This design comes from an exercise in tuning for small area on the open sky130 flow, not from production work. The RTL was checked by simulation tests, not by an equivalence proof against the original design. Power and IR drop assume default switching activity.

==> flow/design.v (outline; a module is shown in full before it is edited, if it fits) <==
// module pdp11: 1122 lines
// module execute: 992 lines
// module mul1616: 65 lines
// module div3216: 70 lines
// module shift32: 74 lines
// module add8: 5 lines
// module ipl_below: 43 lines
module pdp11(clk, reset, initial_pc, halted, waited, trapped, soft_reset,
	     bus_addr, bus_data_out, bus_data_in,
	     bus_rd, bus_wr, bus_byte_op,
	     bus_arbitrate, bus_ack, bus_error,
	     bus_i_access, bus_d_access, bus_cpu_cm,
	     mmu_fetch_va, mmu_valid_incdec,
	     mmu_trap_odd, mmu_abort, mmu_trap, mmu_wr_inhibit, mmu_incdec,
	     bus_int, bus_int_ipl, bus_int_vector, interrupt_ack_ipl, 
	     pc, psw, psw_io_wr);
  // ...
==> flow/run.sh <==
#!/bin/bash
# synth_recipe.tcl (not shown) runs the flow's synth.tcl, then flattens the netlist and writes it again
# the make line also repeats each setting of config.mk as NAME=value (left out here)
make -C /OpenROAD-flow-scripts/flow DESIGN_CONFIG=/design/flow/config.mk WORK_HOME=/design/flow/orfs CLKGATE_MAP_FILE= SYNTH_SCRIPT=/design/flow/synth_recipe.tcl finish
==> flow/config.mk <==
export PLATFORM = sky130hd
export DESIGN_NAME = pdp11
export DESIGN_NICKNAME = pdp11
export VERILOG_FILES = /design/flow/design.v
export SDC_FILE = /design/flow/constraint.sdc
export NUM_CORES = 4
export LEC_CHECK = 0
export CAP_MARGIN = 35
export CORE_MARGIN = 2
export CORE_UTILIZATION = 30
export SLEW_MARGIN = 35
==> flow/constraint.sdc <==
create_clock -name core_clock -period 14.0 [get_ports {clk}]
set_input_delay 2.8000 -clock core_clock [delete_from_list [all_inputs] [get_ports {clk}]]
set_output_delay 2.8000 -clock core_clock [all_outputs]
set_load 0.01 [all_outputs]
==> results.txt, run 1 <==
outcome=no timing/DRC/antenna violations; most common cell after layout, fill and taps aside=nand2_1; arrival time worst endpoint=6860 ps; fraction of area in multi-input gates=0.605; sequential cell count=737; DRC Markers=0; Clock transition at path regs=60 ps; non-clock inverter instance count of the final layout=285; clk root buf=clkbuf_16; Post-Synthesis Cells=8633; Comb pwr share=0.683; setup slack at placement=5560 ps; GRT met3 Usage=0.142; buffers outside the clock class=509; top cell type's share of synthesized area=0.202; RSZ-0062 raised after global routing=no; Clk pwr share=0.146; cell row count=167; Async SR Flop Fraction=0; Largest stage delay, worst path=810 ps; CP dominant cell by count=buf_4; worst hold slack=457 ps; Synth Area per Inst=7.23 um2; Power Combinational=13100 uW; Final nets=8824; Post-Synth Adder-Cell Area=0.0523; Power Total=19100 uW
==> module execute, before the edit <==
module execute(clk, reset, enable,
	       pc, psw,
	       ss_data, dd_data,
	       cc_n, cc_z, cc_v, cc_c,
	       current_mode,
	       dd_ea, ss_reg, ss_reg_value, ss_rego1_value,
	       isn, r5,
	       assert_halt, assert_wait, assert_trap_priv, assert_trap_emt, 
	       assert_trap_trap, assert_bpt, assert_iot, assert_reset,
	       assert_trace_inhibit,
	       e1_result, e32_result, e1_advance,
	       new_pc, latch_pc, latch_sp,
	       new_cc_n, new_cc_z, new_cc_v, new_cc_c,
	       latch_cc, latch_psw_prio, new_psw_prio);
   input clk;
   input reset;
   input enable;
   input [15:0] pc, psw;
   input [15:0] ss_data, dd_data;
   input 	cc_n, cc_z, cc_v, cc_c;
   input [1:0] 	current_mode;
   input [15:0] dd_ea;
   input [15:0] isn;
   input [15:0] r5;
   input [2:0] 	ss_reg;
   input [15:0]	ss_reg_value, ss_rego1_value;
   output 	assert_halt, assert_wait, assert_trap_priv, assert_trap_emt, 
		assert_trap_trap, assert_bpt, assert_iot, assert_reset;
   output 	assert_trace_inhibit;
   output [15:0] e1_result ;
   output [15:0] new_pc;
   output [15:0] e32_result ;
   output 	 e1_advance;
   output 	 latch_pc;
   output 	 latch_sp;
   output 	 new_cc_n, new_cc_z, new_cc_v, new_cc_c;
   output 	 latch_cc, latch_psw_prio;
   output [2:0]  new_psw_prio;
   wire [15:0] 	 div_result;
   wire [15:0] 	 div_remainder;
   wire [31:0] 	 mul_result;
   wire [31:0] 	 shift_result;
   reg 		assert_halt, assert_wait, assert_trap_priv, assert_trap_emt, 
		assert_trap_trap, assert_bpt, assert_iot, assert_reset;
   reg 		assert_trace_inhibit;
   reg [15:0] e1_result, new_pc;
   reg [15:0] e32_result;
   reg 	      latch_pc;
   reg 	      latch_sp;
   reg 	      new_cc_n, new_cc_z, new_cc_v, new_cc_c;
   reg 	      latch_cc, latch_psw_prio;
   reg [2:0]  new_psw_prio;
   reg [5:0]  shift;
   wire       e32_result_sign, e32_result_zero;
   wire       e1_result_sign, e1_result_byte_sign;
   wire       e1_result_zero, e1_result_byte_zero;
   wire       dd_data_sign, dd_data_zero, ss_data_sign;
   assign e32_result_sign = e32_result[15];
   assign e32_result_zero = e1_result == 16'b0 && e32_result == 16'b0;
   assign e1_result_sign = e1_result[15];
   assign e1_result_byte_sign = e1_result[7];
   assign e1_result_zero = e1_result == 16'b0;
   assign e1_result_byte_zero = e1_result[7:0] == 8'b0;
   assign dd_data_sign = dd_data[15];
   assign dd_data_zero = dd_data == 16'b0;
   assign ss_data_sign = ss_data[15];
   wire [7:0] pc_offset;
   wire [15:0] new_pc_w, new_pc_b, new_pc_sob;
   add8 add8_pc(pc_offset, isn[7:0], isn[7:0]);
   assign new_pc_w = pc + { 8'b0, pc_offset};
   assign new_pc_b = pc + { 8'hff, pc_offset };
   assign new_pc_sob = pc - {9'b0, isn[5:0], 1'b0};
   parameter 	mode_kernel = 2'b00;
   parameter 	mode_super  = 2'b01;
   parameter 	mode_undef  = 2'b10;
   parameter 	mode_user   = 2'b11;
   wire   mul_done;
   wire   div_done;
   wire   shift_done;
   reg 	  mul_ready;
   reg 	  div_ready;
   reg 	  shift_ready;
   reg   div_abort;
   wire   shift_out;
   wire   sign_change16;
   wire   sign_change32;
   wire   div_overflow;
   wire   mul_overflow;
   wire   e1_advance;
   wire   is_isn_muldiv;
   mul1616 mul1616_box(.clk(clk), .reset(reset),
		       .ready(mul_ready),
		       .done(mul_done),
		       .multiplier(ss_data),
		       .multiplicand(dd_data),
		       .product(mul_result),
		       .overflow(mul_overflow));
   div3216 div3216_box(.clk(clk), .reset(reset),
		       .ready(div_ready),
		       .done(div_done),
		       .dividend({ss_reg_value, ss_rego1_value}),
		       .divider(dd_data),
		       .quotient(div_result),
   		       .remainder(div_remainder),
		       .overflow(div_overflow));
   wire [31:0] shift_in;
   wire shift_sign_change16, shift_sign_change32;
   shift32 shift32_box(.clk(clk), .reset(reset),
		       .ready(shift_ready),
		       .done(shift_done),
		       .in(shift_in),
		       .out(shift_result),
		       .shift(shift),
		       .last_bit(shift_out),
		       .sign_change16(shift_sign_change16),
		       .sign_change32(shift_sign_change32));
   wire   is_ash, is_ashc, is_ashx;
   assign is_ash = (isn[15:9] == 7'o072) ? 1'b1 : 1'b0;		 
   assign is_ashc = (isn[15:9] == 7'o073) ? 1'b1 : 1'b0;	 
   assign is_ashx = is_ash | is_ashc;
   assign shift_in = is_ash ?
		     {ss_data[15] ? 16'hffff : 16'b0,ss_data} :	 
		     {ss_reg_value, ss_rego1_value};		 
   assign is_isn_muldiv =
			 (isn[15:9] == 7'o070) ||		 
			 (isn[15:9] == 7'o071);			 
   assign e1_advance = is_isn_muldiv ? (mul_done || div_done || div_abort) :
		       is_ashx ? (shift_done) : 1'b1;
   always @( enable or isn or pc or psw or ss_data or dd_data or
	    ss_reg or ss_reg_value or ss_rego1_value or
	    dd_ea or
	    cc_n or cc_z or cc_v or cc_c or isn or
	    e32_result or e32_result_sign or e32_result_zero or
	    e1_result or e1_result_sign or e1_result_zero or
	    e1_result_byte_sign or e1_result_byte_zero or
	    mul_result or div_result or div_remainder or
	    div_overflow or mul_overflow or
	    dd_data_sign or dd_data_zero or ss_data_sign or
	    pc_offset or new_pc_w or new_pc_b or new_pc_sob or
	    current_mode or r5 or
	    shift_result or shift_out or
	    shift_sign_change16 or shift_sign_change32
           )
     if (~enable) begin
	assert_halt = 0;
	assert_wait = 0;
	assert_trap_priv = 0;
	assert_trap_emt = 0;
	assert_trap_trap = 0;
	assert_bpt = 0;
	assert_iot = 0;
	assert_reset = 0;
	assert_trace_inhibit = 0;
	e1_result = 0;
	e32_result = 0;
	new_pc = 0;
	latch_pc = 0;
	latch_sp = 0;
	new_cc_n = 0;
	new_cc_z = 0;
	new_cc_v = 0;
	new_cc_c = 0;
	latch_cc = 0;
	latch_psw_prio = 0;
	new_psw_prio = 0;
	mul_ready = 0;
	div_ready = 0;
	div_abort = 0;
	shift_ready = 0;
	shift = 0;
     end
     else
       begin
	assert_halt = 0;
	assert_wait = 0;
	assert_trap_priv = 0;
	assert_trap_emt = 0;
	assert_trap_trap = 0;
	assert_bpt = 0;
	assert_iot = 0;
	assert_reset = 0;
	assert_trace_inhibit = 0;
	e1_result = 0;
	e32_result = 0;
	new_pc = 0;
	latch_pc = 0;
	latch_sp = 0;
	new_cc_n = cc_n;
	new_cc_z = cc_z;
	new_cc_v = cc_v;
	new_cc_c = cc_c;
	latch_cc = 0;
	latch_psw_prio = 0;
	new_psw_prio = 0;
	mul_ready = 0;
	div_ready = 0;
	div_abort = 0;
	shift_ready = 0;
	shift = 0;
	if (isn[15:12] == 0)
	  begin
	     if (isn[11:6] == 6'o00 && isn[5:0] < 6'o10)
	       begin
		  case (isn[2:0])
		    0:					     
		      begin
			   assert_halt = 1;
		      end
		    1:					     
		      begin
		      end
		    3:					     
		      begin
			 assert_bpt = 1;
		      end
		    4:					     
		      begin
			 assert_iot = 1;
			 assert_trace_inhibit = 1;
		      end
		    5:					     
		      begin
			 if (current_mode == mode_kernel)
			   assert_reset = 1;
		      end
		    2:					     
		      begin
			 if (0) $display("e: RTI");
		      end
		    6:					     
		      begin
			 assert_trace_inhibit = 1;
		      end
		    7:					     
		      e1_result = 16'h1234;
		  endcase  
	       end  
	     else
	       begin
		  if (0) $display("e: pc & cc %o", isn[11:6]);
		  case (isn[11:6])
		    6'o01:					     
		      begin
			 if (0) $display("e: JMP; dest_ea %o", dd_ea);
			 new_pc = dd_ea;
			 latch_pc = isn[5:3] != 3'b000;
		      end
		    6'o02:					     
		      case (isn[5:0])
			6'o00, 6'o01, 6'o02, 6'o03,
			  6'o04, 6'o05, 6'o06, 6'o07:
			    begin
			       if (0) $display("e: RTS");
			       new_pc = dd_data;
			       latch_pc = 1;
			    end
			6'o30:				    	     
			  begin
			     new_psw_prio = isn[2:0];
			     latch_psw_prio = 1;
			  end
			6'o40, 6'o41, 6'o42, 6'o43,
			  6'o44, 6'o45, 6'o46, 6'o47,
			  6'o50, 6'o51, 6'o52, 6'o53,
			  6'o54, 6'o55, 6'o56, 6'o57:
			    begin
			       if (isn[3]) new_cc_n = 0;
			       if (isn[2]) new_cc_z = 0;
			       if (isn[1]) new_cc_v = 0;
			       if (isn[0]) new_cc_c = 0;
			       latch_cc = 1;
			    end
			6'o60, 6'o61, 6'o62, 6'o63,
			  6'o64, 6'o65, 6'o66, 6'o67,
			  6'o70, 6'o71, 6'o72, 6'o73,
			  6'o74, 6'o75, 6'o76, 6'o77:
			    begin
			       if (isn[3]) new_cc_n = 1;
			       if (isn[2]) new_cc_z = 1;
			       if (isn[1]) new_cc_v = 1;
			       if (isn[0]) new_cc_c = 1;
			       latch_cc = 1;
			    end
			default:
			  begin
			  end
		      endcase  
		    6'o03:					     
		      begin
			 if (0) $display("e: SWAB");
			 e1_result = {dd_data[7:0],dd_data[15:8]};
			 new_cc_n = e1_result_byte_sign;
			 new_cc_z = e1_result_byte_zero;
			 new_cc_v = 0;
			 new_cc_c = 0;
			 latch_cc = 1;
		      end
		    6'o04, 6'o05:				     
		      begin
			 new_pc = new_pc_w;
			 latch_pc = 1;
			 if (0) $display("e: br; isn %o, pc %o, new_pc %o",
					 isn, pc, new_pc);
		      end
		    6'o06, 6'o07:				     
		      begin
			 new_pc = new_pc_b;
			 latch_pc = 1;
		      end
		    6'o10, 6'o11:				     
		      begin
			 new_pc = new_pc_w;
			 latch_pc = ~cc_z;
		      end
		    6'o12, 6'o13:				     
		      begin
			 new_pc = new_pc_b;
			 latch_pc = ~cc_z;
		      end
		    6'o14, 6'o15:				     
		      begin
			 new_pc = new_pc_w;
			 latch_pc = cc_z;
		      end
		    6'o16, 6'o17:				     
		      begin
			 new_pc = new_pc_b;
			 latch_pc = cc_z;
		      end
		    6'o20, 6'o21:				     
		      begin
			 new_pc = new_pc_w;
			 latch_pc = (cc_n ^ cc_v) ? 1'b0 : 1'b1;
		      end
		    6'o22, 6'o23:				     
		      begin
			 new_pc = new_pc_b;
			 latch_pc = (cc_n ^ cc_v) ? 1'b0 : 1'b1;
		      end
		    6'o24, 6'o25:				     
		      begin
			 new_pc = new_pc_w;
			 latch_pc = (cc_n ^ cc_v);
		      end
		    6'o26, 6'o27:				     
		      begin
			 new_pc = new_pc_b;
			 latch_pc = (cc_n ^ cc_v);
		      end
		    6'o30, 6'o31:				     
		      begin
			 new_pc = new_pc_w;
			 latch_pc = (cc_z || cc_n ^ cc_v) ? 1'b0 : 1'b1;
		      end
		    6'o32, 6'o33:				     
		      begin
			 new_pc = new_pc_b;
			 latch_pc = (cc_z || cc_n ^ cc_v) ? 1'b0 : 1'b1;
		      end
		    6'o34, 6'o35:				     
		      begin
			 new_pc = new_pc_w;
			 latch_pc = (cc_z || cc_n ^ cc_v);
		      end
		    6'o36, 6'o37:				     
		      begin
			 new_pc = new_pc_b;
			 latch_pc = (cc_z || cc_n ^ cc_v);
		      end
		    6'o40, 6'o41, 6'o42, 6'o43,	     
		      6'o44, 6'o45, 6'o46, 6'o47:
			begin
			   if (0) $display("e: JSR r%d; dd_data %o, dd_ea %o",
					   ss_reg, dd_data, dd_ea);
			   e1_result = pc;
			   new_pc = dd_ea;
			   latch_pc = isn[5:3] != 3'b000;
			end
		    6'o50:					     
		      begin
			 new_cc_n = 0;
			 new_cc_v = 0;
			 new_cc_c = 0;
			 new_cc_z = 1;
			 latch_cc = 1;
			 e1_result = 0;
		      end
		    6'o51:					     
		      begin
			 e1_result = ~dd_data;
			 new_cc_n = e1_result_sign;
			 new_cc_z = e1_result_zero;
			 new_cc_v = 0;
			 new_cc_c = 1;
			 latch_cc = 1;
		      end
		    6'o52:					     
		      begin
			 e1_result = dd_data + 16'd1;
			 new_cc_n = e1_result_sign;
			 new_cc_z = e1_result_zero;
			 new_cc_v = (e1_result == 16'o100000);
			 latch_cc = 1;
		      end
		    6'o53:					     
		      begin
			 e1_result = dd_data - 16'd1;
			 new_cc_n = e1_result_sign;
			 new_cc_z = e1_result_zero;
			 new_cc_v = (e1_result == 16'o77777);
			 latch_cc = 1;
		      end
		    6'o54:					     
		      begin
			 e1_result = -dd_data;
			 new_cc_n = e1_result_sign;
			 new_cc_z = e1_result_zero;
			 new_cc_v = (e1_result == 16'o100000);
			 new_cc_c = new_cc_z ^ 1'b1;
			 latch_cc = 1;
		      end
		    6'o55:					     
		      begin
			 e1_result = dd_data + {15'b0, cc_c};
			 new_cc_n = e1_result_sign;
			 new_cc_z = e1_result_zero;
			 new_cc_v = (cc_c && (e1_result == 16'o100000));
			 new_cc_c = cc_c & new_cc_z;
			 latch_cc = 1;
		      end
		    6'o56:					     
		      begin
			 e1_result = dd_data - {15'b0, cc_c};
			 new_cc_n = e1_result_sign;
			 new_cc_z = e1_result_zero;
			 new_cc_v = (cc_c && (e1_result == 16'o77777));
			 new_cc_c = (cc_c && (e1_result == 16'o177777));
			 latch_cc = 1;
		      end
		    6'o57:					     
		      begin
			 e1_result = dd_data;
			 new_cc_n = e1_result_sign;
			 new_cc_z = e1_result_zero;
			 new_cc_v = 0;
			 new_cc_c = 0;
			 latch_cc = 1;
		      end
		    6'o60:					     
		      begin
			 e1_result = {cc_c, dd_data[15:1]};
			 new_cc_n = e1_result_sign;
			 new_cc_z = e1_result_zero;
			 new_cc_c = dd_data[0];
			 new_cc_v = new_cc_n ^ new_cc_c;
			 latch_cc = 1;
		      end
		    6'o61:					     
		      begin
			 e1_result = {dd_data[14:0], cc_c};
			 new_cc_n = e1_result_sign;
			 new_cc_z = e1_result_zero;
			 new_cc_c = dd_data_sign;
			 new_cc_v = new_cc_n ^ new_cc_c;
			 latch_cc = 1;
		      end
		    6'o62:					     
		      begin
			 e1_result = {dd_data[15], dd_data[15:1]};
			 new_cc_n = e1_result_sign;
			 new_cc_z = e1_result_zero;
			 new_cc_c = dd_data[0];
			 new_cc_v = new_cc_n ^ new_cc_c;
			 latch_cc = 1;
		      end
		    6'o63:					     
		      begin
			 e1_result = {dd_data[14:0], 1'b0};
			 new_cc_n = e1_result_sign;
			 new_cc_z = e1_result_zero;
			 new_cc_c = dd_data[15];
			 new_cc_v = new_cc_n ^ new_cc_c;
			 latch_cc = 1;
		      end
		    6'o64:					     
		      begin
			 e1_result = new_pc_w;
			 latch_sp = 1;
			 new_pc = r5;
			 latch_pc = 1;
		      end
		    6'o65:					     
		      begin
			 new_cc_n = dd_data_sign;
			 new_cc_z = dd_data_zero;
			 new_cc_v = 0;
			 latch_cc = 1;
		      end
		    6'o66:					     
		      begin
			 new_cc_n = dd_data_sign;
			 new_cc_z = dd_data_zero;
			 new_cc_v = 0;
			 latch_cc = 1;
		      end
		    6'o67:					     
		      begin
			 e1_result = cc_n ? 16'hffff : 16'b0;
			 new_cc_z = cc_n ^ 1'b1;
			 new_cc_v = 0;
			 latch_cc = 1;
		      end
		    6'o70,					     
		      6'o72,					     
		      6'o73:					     
			begin
			end
		    default:
		      begin
		      end
		  endcase  
	       end  
	  end  
	else
	  begin
	     if (0) $display("e: isn[15:12] != 0 (%o)", isn[15:12]);
	     case (isn[15:12])
	       4'o00:
		 begin
		 end
	       4'o01:					     
		 begin
		    e1_result = ss_data;
		    new_cc_n = e1_result_sign;
		    new_cc_z = e1_result_zero;
		    new_cc_v = 0;
		    latch_cc = 1;
		    if (0) $display("e: mov ss_data %o, e1_result %o",
				    ss_data, e1_result);
		 end
	       4'o02:					     
		 begin
		    e1_result = ss_data - dd_data;
		    new_cc_n = e1_result_sign;
		    new_cc_z = e1_result_zero;
		    new_cc_v = (ss_data[15] ^ dd_data[15]) &
			       (~dd_data[15] ^ e1_result[15]);
		    new_cc_c = ss_data < dd_data;
		    latch_cc = 1;
		 end
	       4'o03:					     
		 begin
		    e1_result = ss_data & dd_data;
		    new_cc_n = e1_result_sign;
		    new_cc_z = e1_result_zero;
		    new_cc_v = 0;
		    latch_cc = 1;
		 end
	       4'o04:					     
		 begin
		    e1_result = ~ss_data & dd_data;
		    new_cc_n = e1_result_sign;
		    new_cc_z = e1_result_zero;
		    new_cc_v = 0;
		    latch_cc = 1;
		 end
	       4'o05:					     
		 begin
		    e1_result = ss_data | dd_data;
		    new_cc_n = e1_result_sign;
		    new_cc_z = e1_result_zero;
		    new_cc_v = 0;
		    latch_cc = 1;
		 end
	       4'o06:					     
		 begin
		    e1_result = ss_data + dd_data;
		    new_cc_n = e1_result_sign;
		    new_cc_z = e1_result_zero;
		    new_cc_v = (~ss_data[15] ^ dd_data[15]) &
			       (ss_data[15] ^ e1_result[15]);
		    new_cc_c = (e1_result < ss_data);
		    latch_cc = 1;
		    if (0) $display("e: add, new_cc_z %o", new_cc_z);
		 end
	       04'o7:
		 case (isn[11:9]) 
		   0:					     
		     begin
			if (0) $display("e: MUL %o %o %o",
					ss_data, dd_data, mul_result);
			mul_ready = 1;
			e32_result = mul_result[31:16];
			e1_result = mul_result[15:0];
			new_cc_n = e32_result_sign;
			new_cc_z = e32_result_zero;
			new_cc_v = 0;
			new_cc_c = mul_overflow;
			latch_cc = 1;
		     end
		   1:					     
		     begin
			if (dd_data == 0)
			  begin
			     e32_result = ss_reg_value;
			     e1_result = ss_rego1_value;
			     new_cc_n = 0;
			     new_cc_z = 1;
			     new_cc_v = 1;
			     new_cc_c = 1;
			     latch_cc = 1;
			     div_abort = 1;
			  end
			else if ((ss_reg_value == 16'h8000 &&
				  ss_rego1_value == 0) &&
				 (dd_data == 16'o177777))
			  begin
			     e32_result = ss_reg_value;
			     e1_result = ss_rego1_value;
			     new_cc_v = 1;
			     new_cc_z = 1;
			     new_cc_n = 1;
			     new_cc_c = 1;
			     latch_cc = 1;
			     div_abort = 1;
			  end
			else begin
			   div_ready = 1;
			   e32_result = div_result;
			   e1_result = div_remainder;
			   if (div_overflow)
			     begin
				e32_result = ss_reg_value;
				e1_result = ss_rego1_value;
				new_cc_n = e32_result_sign;
				new_cc_z = 0;
				new_cc_v = 1;
				new_cc_c = 0;
			     end else begin
				new_cc_n = e32_result_sign;
				new_cc_z = e32_result == 16'b0;
				new_cc_v = 0;
				new_cc_c = 0;
			     end
			   latch_cc = 1;
			end
		     end  
		   2:					     
		     begin
			shift = dd_data[5:0];
			shift_ready = 1;
			e1_result = shift_result[15:0];
			new_cc_n = e1_result_sign;
			new_cc_z = e1_result_zero;
			new_cc_v = shift == 0 ? 1'b0 : shift_sign_change16;
			new_cc_c = shift[5] ? shift_out : shift_result[16];
			latch_cc = 1;
		     end  
		   3:					     
		     begin
			shift = dd_data[5:0];
			shift_ready = 1;
			e32_result = shift_result[31:16];
			e1_result = shift_result[15:0];
			new_cc_n = e32_result_sign;
			new_cc_z = e32_result_zero;
			new_cc_v = shift == 0 ? 1'b0 : shift_sign_change32;
			new_cc_c = shift_out;
			latch_cc = 1;
		     end
		   4:					     
		     begin
			e1_result = ss_data ^ dd_data;
			new_cc_n = e1_result_sign;
			new_cc_z = e1_result_zero;
			new_cc_v = 0;
			latch_cc = 1;
		     end
		   5:					     
		     begin
		     end
		   6:					     
		     begin
		     end
		   7:					     
		     begin
			e1_result = ss_data - 16'd1;
			new_pc = new_pc_sob;
			latch_pc = ~e1_result_zero;
		     end
		 endcase  
	       4'o10:
		 begin
		    if (0) $display("e: 010 isn[11:6] %o", isn[11:6]);
		 case (isn[11:6])
		   6'o00, 6'o01:				 
		     begin
			new_pc = new_pc_w;
			latch_pc = ~cc_n;
		     end
		   6'o02, 6'o03:				 
		     begin
			new_pc = new_pc_b;
			latch_pc = ~cc_n;
		     end
		   6'o04, 6'o05:				 
		     begin
			new_pc = new_pc_w;
			latch_pc = cc_n;
		     end
		   6'o06, 6'o07:				 
		     begin
			new_pc = new_pc_b;
			latch_pc = cc_n;
		     end
		   6'o10, 6'o11:				 
		     begin
			new_pc = new_pc_w;
			latch_pc = ~(cc_c | cc_z);
		     end
		   6'o12, 6'o13:				 
		     begin
			new_pc = new_pc_b;
			latch_pc = ~(cc_c | cc_z);
		     end
		   6'o14, 6'o15:				 
		     begin
			new_pc = new_pc_w;
			latch_pc = (cc_c | cc_z);
		     end
		   6'o16, 6'o17:				 
		     begin
			new_pc = new_pc_b;
			latch_pc = (cc_c | cc_z);
		     end
		   6'o20, 6'o21:				 
		     begin
			new_pc = new_pc_w;
			latch_pc = ~cc_v;
		     end
		   6'o22, 6'o23:				 
		     begin
			new_pc = new_pc_b;
			latch_pc = ~cc_v;
		     end
		   6'o24, 6'o25:				 
		     begin
			new_pc = new_pc_w;
			latch_pc = cc_v;
		     end
		   6'o26, 6'o27:				 
		     begin
			new_pc = new_pc_b;
			latch_pc = cc_v;
		     end
		   6'o30, 6'o31:				 
		     begin
			new_pc = new_pc_w;
			latch_pc = ~cc_c;
		     end
		   6'o32, 6'o33:				 
		     begin
			new_pc = new_pc_b;
			latch_pc = ~cc_c;
		     end
		   6'o34, 6'o35:				 
		     begin
			new_pc = new_pc_w;
			latch_pc = cc_c;
		     end
		   6'o36, 6'o37:				 
		     begin
			new_pc = new_pc_b;
			latch_pc = cc_c;
		     end
		   6'o40, 6'o41, 6'o42, 6'o43:	 
		     begin
			assert_trap_emt = 1;
		     end
		   6'o44, 6'o45, 6'o46, 6'o47:	 
		     begin
			assert_trap_trap = 1;
		     end
		   6'o50:				 
		     begin
			e1_result = {dd_data[15:8], 8'b0};
			new_cc_n = 0;
			new_cc_v = 0;
			new_cc_c = 0;
			new_cc_z = 1;
			latch_cc = 1;
		     end
		   6'o51:				 
		     begin
			e1_result = {8'b0, ~dd_data[7:0]};
			new_cc_n = e1_result_byte_sign;
			new_cc_z = e1_result_byte_zero;
			new_cc_v = 0;
			new_cc_c = 1;
			latch_cc = 1;
		     end
		   6'o52:				 
		     begin
			e1_result = {dd_data[15:8], (dd_data[7:0] + 8'd1)};
			new_cc_n = e1_result_byte_sign;
			new_cc_z = e1_result_byte_zero;
			new_cc_v = 0;
			latch_cc = 1;
		     end
		   6'o53:				 
		     begin
			e1_result = {dd_data[15:8], (dd_data[7:0] - 8'd1)};
			new_cc_n = e1_result_byte_sign;
			new_cc_z = e1_result_byte_zero;
			new_cc_v = e1_result[7:0] == 8'o177;
			latch_cc = 1;
		     end
		   6'o54:				 
		     begin
			e1_result = {dd_data[15:8], -dd_data[7:0]};
			new_cc_n = e1_result_byte_sign;
			new_cc_z = e1_result_byte_zero;
			new_cc_v = e1_result[7:0] == 8'o200;
			new_cc_c = new_cc_z ^ 1'b1;
			latch_cc = 1;
		     end
		   6'o55:				 
		     begin
			e1_result = {
				     dd_data[15:8],
				     dd_data[7:0] + {7'b0, cc_c}
				     };
			new_cc_n = e1_result_byte_sign;
			new_cc_z = e1_result_byte_zero;
			new_cc_v = cc_c && (e1_result[7:0] == 8'o200);
			new_cc_c = cc_c & new_cc_z;
			latch_cc = 1;
		     end
		   6'o56:				 
		     begin
			e1_result = {
				     dd_data[15:8],
				     dd_data[7:0] - {7'b0, cc_c}
				     };
			new_cc_n = e1_result_byte_sign;
			new_cc_z = e1_result_byte_zero;
			new_cc_v = cc_c && (e1_result[7:0] == 8'o177);
			new_cc_c = cc_c && (e1_result[7:0] == 8'o377);
			latch_cc = 1;
		     end
		   6'o57:				 
		     begin
			e1_result = {8'b0, dd_data[7:0]};
			new_cc_n = e1_result_byte_sign;
			new_cc_z = e1_result_byte_zero;
			new_cc_v = 0;
			new_cc_c = 0;
			latch_cc = 1;
		     end
		   6'o60:				 
		     begin
			e1_result = {dd_data[15:8], cc_c, dd_data[7:1]};
			new_cc_n = e1_result_byte_sign;
			new_cc_z = e1_result_byte_zero;
			new_cc_c = dd_data[0];
			new_cc_v = new_cc_n ^ new_cc_c;
			latch_cc = 1;
		     end
		   6'o61:				 
		     begin
			e1_result = {dd_data[15:8], dd_data[6:0], cc_c};
			new_cc_n = e1_result_byte_sign;
			new_cc_z = e1_result_byte_zero;
			new_cc_c = dd_data[7];
			new_cc_v = new_cc_n ^ new_cc_c;
			latch_cc = 1;
		     end
		   6'o62:				 
		     begin
			e1_result = {dd_data[15:8], dd_data[7], dd_data[7:1]};
			new_cc_n = e1_result_byte_sign;
			new_cc_z = e1_result_byte_zero;
			new_cc_c = dd_data[0];
			new_cc_v = new_cc_n ^ new_cc_c;
			latch_cc = 1;
		     end
		   6'o63:				 
		     begin
			e1_result = {dd_data[15:8], dd_data[6:0], 1'b0};
			new_cc_n = e1_result_byte_sign;
			new_cc_z = e1_result_byte_zero;
			new_cc_c = dd_data[7];
			new_cc_v = new_cc_n ^ new_cc_c;
			latch_cc = 1;
		     end
		   6'o64:				 
		     begin
			new_psw_prio = dd_data[7:5];
			latch_psw_prio = 1;
			new_cc_n = dd_data[3];
			new_cc_z = dd_data[2];
			new_cc_v = dd_data[1];
			new_cc_c = dd_data[0];
			latch_cc = 1;
		     end
		   6'o65:				 
		     begin
			new_cc_n = dd_data_sign;
			new_cc_z = dd_data_zero;
			new_cc_v = 0;
			latch_cc = 1;
		     end
		   6'o66:				 
		     begin
			new_cc_n = dd_data_sign;
			new_cc_z = dd_data_zero;
			new_cc_v = 0;
			latch_cc = 1;
		     end
		   6'o67:				 
		     begin
			new_cc_n = e1_result_sign;
			new_cc_z = e1_result_zero;
			new_cc_v = 0;
			latch_cc = 1;
			e1_result = psw[7] ? (16'o177400 | psw) : psw;
		     end
		   default:
		     begin
		     end
		 endcase  
		 end
	       4'o11:					     
		 begin
		    e1_result = {ss_data[7] ? 8'hff : 8'b0, ss_data[7:0]};
		    new_cc_n = e1_result_byte_sign;
		    new_cc_z = e1_result_byte_zero;
		    new_cc_v = 0;
		    latch_cc = 1;
		 end
	       4'o12:					     
		 begin
		    e1_result = {8'b0, ss_data[7:0] - dd_data [7:0]};
		    new_cc_n = e1_result_byte_sign;
		    new_cc_z = e1_result_byte_zero;
		    new_cc_v = (ss_data[7] ^ dd_data[7]) &
			       (~dd_data[7] ^ e1_result[7]);
		    new_cc_c = ss_data[7:0] < dd_data[7:0];
		    latch_cc = 1;
		 end
	       4'o13:					     
		 begin
		    e1_result = {dd_data[15:8], ss_data[7:0] & dd_data[7:0]};
		    new_cc_n = e1_result_byte_sign;
		    new_cc_z = e1_result_zero;
		    new_cc_v = 0;
		    latch_cc = 1;
		 end
	       4'o14:					     
		 begin
		    e1_result = {dd_data[15:8], ~ss_data[7:0] & dd_data[7:0]};
		    new_cc_n = e1_result_byte_sign;
		    new_cc_z = e1_result_zero;
		    new_cc_v = 0;
		    latch_cc = 1;
		 end
	       4'o15:					     
		 begin
		    e1_result = {dd_data[15:8], ss_data[7:0] | dd_data[7:0]};
		    new_cc_n = e1_result_byte_sign;
		    new_cc_z = e1_result_zero;
		    new_cc_v = 0;
		    latch_cc = 1;
		 end
	       4'o16:					     
		 begin
		    if (0) $display("e: SUB %o %o", ss_data, dd_data);
		    e1_result = dd_data - ss_data;
		    new_cc_n = e1_result_sign;
		    new_cc_z = e1_result_zero;
		    new_cc_v = ((ss_data[15] ^ dd_data[15]) &
				(~ss_data[15] ^ e1_result[15]));
		    new_cc_c = dd_data < ss_data;
		    latch_cc = 1;
		 end  
	       4'o17:
		 begin
		 end
	     endcase  
	  end  
     end  
endmodule  
==> module mul1616, before the edit <==
module mul1616(clk, reset, ready, done, multiplier, multiplicand,
	       product, overflow); 
   input         clk;
   input 	 reset;
   input 	 ready;
   input [15:0]  multiplier, multiplicand;
   output 	 done;
   output [31:0] product;
   output 	 overflow;
   reg [31:0]    product, product_temp;
   reg [15:0]    multiplier_copy;
   reg [31:0]    multiplicand_copy;
   reg           negative_output;
   reg [4:0]     bitnum; 
   reg [1:0] 	 state;
   wire [1:0] 	 next_state;
   parameter 	 idle = 2'd0;
   parameter 	 running = 2'd1;
   parameter 	 last = 2'd2;
   assign 	 done = state == last;
   assign overflow = ($signed(product) > 32'sh00007fff) ||
		     ($signed(product) < 32'shffff8000);
   always @(posedge clk)
     if (reset)
       state <= idle;
     else
       state <= next_state;
   assign next_state = (state == idle && ready) ? running :
		       (state == running) ? (bitnum == 5'd1 ? last : running) :
		       (state == last) ? (ready ? last : idle) : idle;
   always @(posedge clk)
     if (reset)
       begin
	  bitnum <= 0;
	  negative_output <= 0;
	  product <= 0;
	  product_temp <= 0;
	  multiplicand_copy <= 0;
	  multiplier_copy <= 0;
       end
   else
     if (state == idle)
       begin
          bitnum            <= 5'd16;
          product           <= 0;
          product_temp      <= 0;
          multiplicand_copy <= !multiplicand[15] ? 
                               { 16'd0, multiplicand } : 
                               { 16'd0, ~multiplicand + 16'b1};
          multiplier_copy   <= !multiplier[15] ?
                              multiplier : ~multiplier + 16'b1; 
	  negative_output <= multiplier[15] ^ multiplicand[15];
       end 
     else
       if (bitnum != 0)
	 begin
            if (multiplier_copy[0] == 1'b1)
	      product_temp <= product_temp + multiplicand_copy;
            product <= !negative_output ? 
		       product_temp : ~product_temp + 32'b1;
            multiplier_copy <= multiplier_copy >> 1;
            multiplicand_copy <= multiplicand_copy << 1;
            bitnum <= bitnum - 5'b1;
	 end
endmodule
==> module div3216, before the edit <==
module div3216(clk, reset, ready, done,
	       dividend, divider, quotient, remainder, overflow);
   input         clk;
   input 	 reset;
   input 	 ready;
   input [31:0]  dividend;
   input [15:0]  divider;
   output [15:0] quotient;
   output [15:0] remainder;
   output 	 done;
   output 	 overflow;
   reg [31:0]    quotient_temp;
   reg [63:0] 	 dividend_copy, divider_copy;
   reg           negative_output;
   wire [63:0] 	 diff;
   reg [5:0]     bitnum; 
   reg [1:0] 	 state;
   wire [1:0] 	 next_state;
   parameter 	 idle = 2'd0;
   parameter 	 running = 2'd1;
   parameter 	 last = 2'd2;
   assign 	 done = state == last;
   always @(posedge clk)
     if (reset)
       state <= idle;
     else
       state <= next_state;
   assign next_state = (state == idle && ready) ? running :
		       (state == running) ? (bitnum == 6'd1 ? last : running) :
		       (state == last) ? (ready ? last : idle) : idle;
   assign diff = dividend_copy - divider_copy;
   assign quotient = ~negative_output ?
		     quotient_temp[15:0] : ~quotient_temp[15:0] + 16'b1;
   assign remainder = ~dividend[31]  ?
		      dividend_copy[15:0] : ~dividend_copy[15:0] + 16'b1;
   assign overflow = ($signed(quotient_temp) > 32'sh00008000) ||
		     ($signed(quotient_temp) < 32'shffff8000);
   always @(posedge clk) 
     if (reset)
       begin
	  bitnum <= 0;
	  negative_output <= 0;
	  quotient_temp <= 0;
	  dividend_copy <= 0;
	  divider_copy <= 0;
       end
     else
       if (state == idle)
	 begin
            bitnum <= 6'd32;
            quotient_temp <= 0;
            dividend_copy <= !dividend[31] ? 
                             {32'd0, dividend} : 
                             {32'd0, ~dividend + 32'b1};
            divider_copy <= !divider[15] ? 
			    {17'b0, divider, 31'd0} : 
			    {17'b0, ~divider + 16'b1, 31'd0};
            negative_output <= (divider[15] && !dividend[31]) ||
			       (!divider[15] && dividend[31]);
	 end 
       else
	 if (bitnum != 0)
	   begin
              quotient_temp <= { quotient_temp[30:0], diff[63] ? 1'b0 : 1'b1 };
	      if (~diff[63])
		dividend_copy <= diff;
              divider_copy <= { 1'b0, divider_copy[63:1] };
              bitnum <= bitnum - 6'b1;
	   end
endmodule
==> run 2: changes to the inputs <==
--- a/flow/design.v
+++ b/flow/design.v
@@ -1207,7 +1207,7 @@
    wire   sign_change16;
    wire   sign_change32;
    wire   div_overflow;
-   wire   mul_overflow;
+   wire   mul_flag_n, mul_flag_z, mul_flag_c;
    wire   e1_advance;
    wire   is_isn_muldiv;
    mul1616 mul1616_box(.clk(clk), .reset(reset),
@@ -1216,7 +1216,8 @@
 		       .multiplier(ss_data),
 		       .multiplicand(dd_data),
 		       .product(mul_result),
-		       .overflow(mul_overflow));
+		       .flag_n(mul_flag_n), .flag_z(mul_flag_z),
+		       .flag_c(mul_flag_c));
    div3216 div3216_box(.clk(clk), .reset(reset),
 		       .ready(div_ready),
 		       .done(div_done),
@@ -1256,7 +1257,7 @@
 	    e1_result or e1_result_sign or e1_result_zero or
 	    e1_result_byte_sign or e1_result_byte_zero or
 	    mul_result or div_result or div_remainder or
-	    div_overflow or mul_overflow or
+	    div_overflow or mul_flag_n or mul_flag_z or mul_flag_c or
 	    dd_data_sign or dd_data_zero or ss_data_sign or
 	    pc_offset or new_pc_w or new_pc_b or new_pc_sob or
 	    current_mode or r5 or
@@ -1714,10 +1715,10 @@
 			mul_ready = 1;
 			e32_result = mul_result[31:16];
 			e1_result = mul_result[15:0];
-			new_cc_n = e32_result_sign;
-			new_cc_z = e32_result_zero;
+			new_cc_n = mul_flag_n;
+			new_cc_z = mul_flag_z;
 			new_cc_v = 0;
-			new_cc_c = mul_overflow;
+			new_cc_c = mul_flag_c;
 			latch_cc = 1;
 		     end
 		   1:					     
@@ -2113,27 +2114,22 @@
      end  
 endmodule  
 module mul1616(clk, reset, ready, done, multiplier, multiplicand,
-	       product, overflow); 
+	       product, flag_n, flag_z, flag_c);
    input         clk;
    input 	 reset;
    input 	 ready;
    input [15:0]  multiplier, multiplicand;
    output 	 done;
    output [31:0] product;
-   output 	 overflow;
-   reg [31:0]    product, product_temp;
-   reg [15:0]    multiplier_copy;
-   reg [31:0]    multiplicand_copy;
-   reg           negative_output;
-   reg [4:0]     bitnum; 
+   output 	 flag_n, flag_z, flag_c;
+   reg [31:0] 	 p;
+   reg [4:0] 	 bitnum;
    reg [1:0] 	 state;
    wire [1:0] 	 next_state;
    parameter 	 idle = 2'd0;
    parameter 	 running = 2'd1;
    parameter 	 last = 2'd2;
    assign 	 done = state == last;
-   assign overflow = ($signed(product) > 32'sh00007fff) ||
-		     ($signed(product) < 32'shffff8000);
    always @(posedge clk)
      if (reset)
        state <= idle;
@@ -2142,40 +2138,47 @@
    assign next_state = (state == idle && ready) ? running :
 		       (state == running) ? (bitnum == 5'd1 ? last : running) :
 		       (state == last) ? (ready ? last : idle) : idle;
+   wire [15:0] mp = multiplier[15] ? (~multiplier + 16'd1) : multiplier;
+   wire [15:0] mc = multiplicand[15] ? (~multiplicand + 16'd1) : multiplicand;
+   wire        negative_output = multiplier[15] ^ multiplicand[15];
+   wire [16:0] sum = {1'b0, p[31:16]} + {1'b0, p[0] ? mc : 16'd0};
    always @(posedge clk)
-     if (reset)
-       begin
-	  bitnum <= 0;
-	  negative_output <= 0;
-	  product <= 0;
-	  product_temp <= 0;
-	  multiplicand_copy <= 0;
-	  multiplier_copy <= 0;
-       end
-   else
      if (state == idle)
        begin
-          bitnum            <= 5'd16;
-          product           <= 0;
-          product_temp      <= 0;
-          multiplicand_copy <= !multiplicand[15] ? 
-                               { 16'd0, multiplicand } : 
-                               { 16'd0, ~multiplicand + 16'b1};
-          multiplier_copy   <= !multiplier[15] ?
-                              multiplier : ~multiplier + 16'b1; 
-	  negative_output <= multiplier[15] ^ multiplicand[15];
-       end 
+	  bitnum <= 5'd16;
+	  p <= {16'd0, mp};
+       end
      else
-       if (bitnum != 0)
+       if (state == running)
 	 begin
-            if (multiplier_copy[0] == 1'b1)
-	      product_temp <= product_temp + multiplicand_copy;
-            product <= !negative_output ? 
-		       product_temp : ~product_temp + 32'b1;
-            multiplier_copy <= multiplier_copy >> 1;
-            multiplicand_copy <= multiplicand_copy << 1;
-            bitnum <= bitnum - 5'b1;
+	    if (~bitnum[4])
+	      p <= {sum, p[15:1]};
+	    bitnum <= bitnum - 5'd1;
 	 end
+   wire [31:0] pt = {1'b0, p[31:1]};
+   assign product = negative_output ? (~pt + 32'd1) : pt;
+   reg 	       any, ge, other;
+   integer     b;
+   always @(*)
+     begin
+	any = 1'b0;
+	ge = 1'b0;
+	other = 1'b0;
+	for (b = 1; b < 32; b = b + 1)
+	  if (b > bitnum)
+	    begin
+	       any = any | p[b];
+	       if (b >= bitnum + 16)
+		 ge = ge | p[b];
+	       if (b != bitnum + 16)
+		 other = other | p[b];
+	    end
+     end
+   wire        at15 = p[{1'b1, bitnum[3:0]}];
+   wire        gt = ge & (~at15 | other);
+   assign flag_z = ~any;
+   assign flag_n = negative_output & any;
+   assign flag_c = negative_output ? gt : ge;
 endmodule
 module div3216(clk, reset, ready, done,
 	       dividend, divider, quotient, remainder, overflow);
@@ -2188,11 +2191,10 @@
    output [15:0] remainder;
    output 	 done;
    output 	 overflow;
-   reg [31:0]    quotient_temp;
-   reg [63:0] 	 dividend_copy, divider_copy;
-   reg           negative_output;
-   wire [63:0] 	 diff;
-   reg [5:0]     bitnum; 
+   reg [14:0] 	 r;
+   reg [15:0] 	 q;
+   reg 		 q_big;
+   reg [5:0]     bitnum;
    reg [1:0] 	 state;
    wire [1:0] 	 next_state;
    parameter 	 idle = 2'd0;
@@ -2207,45 +2209,32 @@
    assign next_state = (state == idle && ready) ? running :
 		       (state == running) ? (bitnum == 6'd1 ? last : running) :
 		       (state == last) ? (ready ? last : idle) : idle;
-   assign diff = dividend_copy - divider_copy;
-   assign quotient = ~negative_output ?
-		     quotient_temp[15:0] : ~quotient_temp[15:0] + 16'b1;
-   assign remainder = ~dividend[31]  ?
-		      dividend_copy[15:0] : ~dividend_copy[15:0] + 16'b1;
-   assign overflow = ($signed(quotient_temp) > 32'sh00008000) ||
-		     ($signed(quotient_temp) < 32'shffff8000);
-   always @(posedge clk) 
-     if (reset)
+   wire [31:0] 	 dividend_abs = dividend[31] ? (~dividend + 32'd1) : dividend;
+   wire [15:0] 	 d = divider[15] ? (~divider + 16'd1) : divider;
+   wire 	 negative_output = divider[15] ^ dividend[31];
+   wire [4:0] 	 idx = bitnum[4:0] - 5'd1;
+   wire [15:0] 	 trial = {r, dividend_abs[idx]};
+   wire [16:0] 	 diff = {1'b0, trial} - {1'b0, d};
+   wire 	 fits = ~diff[16];
+   always @(posedge clk)
+     if (state == idle)
        begin
-	  bitnum <= 0;
-	  negative_output <= 0;
-	  quotient_temp <= 0;
-	  dividend_copy <= 0;
-	  divider_copy <= 0;
+          bitnum <= 6'd32;
+	  r <= 15'd0;
+	  q <= 16'd0;
+	  q_big <= 1'b0;
        end
      else
-       if (state == idle)
+       if (state == running)
 	 begin
-            bitnum <= 6'd32;
-            quotient_temp <= 0;
-            dividend_copy <= !dividend[31] ? 
-                             {32'd0, dividend} : 
-                             {32'd0, ~dividend + 32'b1};
-            divider_copy <= !divider[15] ? 
-			    {17'b0, divider, 31'd0} : 
-			    {17'b0, ~divider + 16'b1, 31'd0};
-            negative_output <= (divider[15] && !dividend[31]) ||
-			       (!divider[15] && dividend[31]);
-	 end 
-       else
-	 if (bitnum != 0)
-	   begin
-              quotient_temp <= { quotient_temp[30:0], diff[63] ? 1'b0 : 1'b1 };
-	      if (~diff[63])
-		dividend_copy <= diff;
-              divider_copy <= { 1'b0, divider_copy[63:1] };
-              bitnum <= bitnum - 6'b1;
-	   end
+	    r <= fits ? diff[14:0] : trial[14:0];
+	    q <= {q[14:0], fits};
+	    q_big <= q_big | q[15];
+            bitnum <= bitnum - 6'b1;
+	 end
+   assign quotient = ~negative_output ? q : ~q + 16'b1;
+   assign remainder = ~dividend[31] ? {1'b0, r} : ~{1'b0, r} + 16'b1;
+   assign overflow = q_big || (q[15] && q[14:0] != 15'd0);
 endmodule
 module shift32(clk, reset, ready, done, in, out, shift,
 	       last_bit, sign_change16, sign_change32); 
==> run 2 against run 1 <==
Effect of this change:
- final cell count down 15%
- sequential share of layout area decreased by 2.3 points
- worst setup slack got worse by 380 ps
- clock skew shrank 2.3 ps
- critical endpoint is now mmu_trap_odd
- largest cell class unchanged
==> results.txt, run 2 <==
outcome=no timing/DRC/antenna violations; clock latency (worst-skew pair)=750 ps; worst setup path endpoint=mmu_trap_odd; Initial Utilization=0.302; Reg2Reg Depth=37; Chip Width=426 um; crit share post-route=0.718; H-Tree Depth=3; RR Startpoint=isn[6]; cell row count=154 (-7.8%); Vias=66600; CTS resizes=0; Worst Tran Pin Value=1220 ps; post-DR vias/cell=6.84; CP dominant cell by count=buf_4; Cell Area, Synth=53300 um2; RSZ-0062 raised after global routing=no; Starting DRT DRC Count=11700; Async SR Flop Fraction=0 (unchanged); Core ar.=176000 um2; Final setup viols=0; IO buf count=156; total of warnings raised by yosys=6; DRC Markers=0 (unchanged); Largest stage delay, worst path=790 ps (-20 ps); largest net degree at the start of global routing=139; DP HPWL=282000 um; cell family with most CP delay=buffers and inverters; number of flops mapped to enable cells by yosys=122; worst hold slack=456 ps (-1.60 ps); die area=181000 um2; Synth Area per Inst=7.19 um2 (-0.51%); largest reg by FF count=r6; Final Skew=46.3 ps; class of the worst hold path=reg2reg; Fmax=99.5 MHz; Num CTS Buffers=75; vias in the first global route=60100; clock sinks=545; CP Cell Sequence=buf_4, inv_2, buf_4, nand2_1, buf_4, o31ai_1, o211a_1, o221ai_1, o21a_1, o22ai_1, a211o_1, buf_4, nor3b_1, clkdlybuf4s50_1; cts-stage hold buffer count=0; GRT overflow=0; P per Cell Area=277 nW/um2; R2R Path End=exec.div3216_box.r[4]; arrival time worst endpoint=7250 ps (+390 ps); reg-to-reg slack, setup=4310 ps; DR WL/cell=39.0 um; area leader, netlist=dfxtp_1; Total GRT Usage=0.402; WP buf/inv=6; nature of the critical path endpoint=primary output; # Post-CTS Setup Buffers=0; Final nets=7582 (-14%); Fin. Hold Viols=0; crit path max-delay cell type=o31ai_1; ys flop type=dfxtp_1; Largest regs=r6 (64), exec.mul1616_box.p (32), exec.shift32_box.out (32); static leakage=0.0214 uW; top cell type's share of synthesized area=0.159 (-0.0436); CTS tree=yes; Pre-antenna DRT Iters=13; placer congestion estimate=1.10; Peak VDD IR=198 uV; most common cell after layout, fill and taps aside=nand2_1; post-synthesis register bit count=545; initial antenna violation count=37; synth unique cells=109; commonest cells in the netlist=nand2_1, nor2_1, a21oi_1; # IOs=160; CP max FO=38; first-pass GRT wire length=510000 um; ranking of synthesized cells by area=dfxtp_1, edfxtp_1, nand2_1; sequential share of the synthesized area=0.227; layout cell share with drive strength beyond 1=0.103; Clock transition at path regs=60 ps (about the same); number of flip-flops in the largest register=64; Post-Synthesis Cells=7415 (-14%); Worst setup startpoint=isn[11]; Slew Viols, Final=0; Worst path depth=14; FILL cells=19000; antenna-violating nets left=0; top-count cell post-synth=nand2_1; Crit Path Class=reg2out; Post-Route WL=380000 um; clk root buf=clkbuf_16; die height=426 um; CTS Buffer Depth=3; slew margin rel.=0.180; setup TNS=0 ps; commonest cells after routing, fill and taps aside=nand2_1, nor2_1, a21oi_1; min Tclk post-route=10050 ps; Layout area overhead=14.6%; critical path startpoint category=register; MaxCap Viol Count=0; CP Data Required Time=11200 ps
==> run 2: changes by cell type after synthesis, moves of 27 or more <==
cell / before / now
a211oi_1: 282 / 241
dfxtp_1: 631 / 423
nor2_1: 996 / 842
xor2_1: 115 / 87
nand2_1: 1218 / 881
or3_1: 85 / 58
ha_1: 237 / 193
clkbuf_1: 596 / 560
inv_1: 260 / 194
a221oi_1: 78 / 116
mux2i_1: 117 / 154
a311oi_1: 117 / 50
o21ai_0: 477 / 558
a21oi_1: 805 / 627
==> run 2: worst min-delay path by stage <==
| stage | startpoint | end | slack, ps | cells past startpoint |
|---|---|---|---|---|
| final | trap_psw[12] | trap_psw[12] | 460 | 2 |
| after global placement | trap_psw[13] | trap_psw[13] | 440 | 2 |
| after global routing | trap_pc[3] | trap_pc[3] | 470 | 2 |
| after detailed placement | trap_psw[12] | trap_psw[12] | 450 | 2 |
| after CTS | trap_psw[12] | trap_psw[12] | 460 | 2 |
| after floorplan | trap_count[1] | trap_count[1] | 430 | 1 |
==> run 2: where the power goes <==
group | internal, uW | total (uW) | switching [uW]
sequential | 2030 | 2680 | 649
clock | 1250 | 2120 | 865
combinational | 3350 | 12100 | 8790
==> run 2: layout make-up <==
class                           count  area [um2]  share of cell area
Inverter                          213         802              0.0131
Tap cell                         2340        2930              0.0479
Antenna cell                       22        55.1            0.000901
Multi-Input combinational cell   5984       38300               0.627
Clock buffer                      100        2150              0.0353
Sequential cell                   545       12200               0.199
Clock inverter                     36         460             0.00753
Timing Repair Buffer              499        4210              0.0690
==> run 2: per-layer routing <==
| metal | part of all wire | up-vias | global-route usage |
|---|---|---|---|
| met5 | 0.00088 | - | 0.00794 |
| met4 | 0.10 | 24 | 0.332 |
| met3 | 0.13 | 1595 | 0.143 |
| met2 | 0.40 | 5574 | 0.566 |
| met1 | 0.36 | 32200 | 0.486 |
| li1 | - | 27300 | - |
==> run 2: tightest hold or removal path, cell delays in order, from the launching register on <==
cell,delay [ps]
dfxtp_1,310
nand2_1,50
a21oi_1,50
==> run 2: cells by family after synthesis <==
logic type | after synthesis | share of synthesized area
compound gates | 2538 | 0.315
simple gates | 2665 | 0.228
mux | 244 | 0.0606
buf+inv | 887 | 0.0650
other cells | 1 | 0.0000703
xor+xnor | 326 | 0.0535
flops | 545 | 0.227
fa+ha+maj | 209 | 0.0511
==> run 2: stage by stage <==
step | util | worst slack [ps] | area (um2) | power (uW) | std cells
after CTS | 0.345 | 4330 | 60900 | 16000 | 9714
after detailed placement | 0.330 | 4620 | 58300 | 13900 | 9578
after global placement | 0.329 | 3910 | 58000 | 13800 | 9573
final | 0.346 | 3950 | 61100 | 16900 | 9739
after global routing | 0.346 | 3810 | 61100 | 17000 | 9719
after floorplan | - | 6120 | 53300 | 8470 | 7416

-- afterwards: timing with drivers on the ports --
The flow's constraints put no driver on any port. The routed layouts listed below were extracted and timed again, unchanged, in two steps. Step 1 (the two cells are an assumption about what drives the block):
set clk [get_ports {clk}]
set_driving_cell -lib_cell sky130_fd_sc_hd__clkbuf_16 $clk
set_driving_cell -lib_cell sky130_fd_sc_hd__buf_2 [delete_from_list [all_inputs] $clk]
Step 2, shift: input delay + t, output delay - t, t = (earliest + latest rising clock arrival at the registers) / 2. This alone moves slack from input paths to output paths. a / b / c = no drivers / after step 1 / after step 2; a / b = the first two.
run	t, ns	setup slack, ns	clock arrival spread, ns	slew at the worst register clock pin (ns)	pins driven straight from the clock port
run 1	0.895	4.336 / 4.254 / 4.709	0.048 / 0.049	0.07 / 0.07	1
run 2	0.811	3.951 / 3.864 / 4.312	0.048 / 0.049	0.07 / 0.07	1
After both steps every run listed still meets setup and hold.
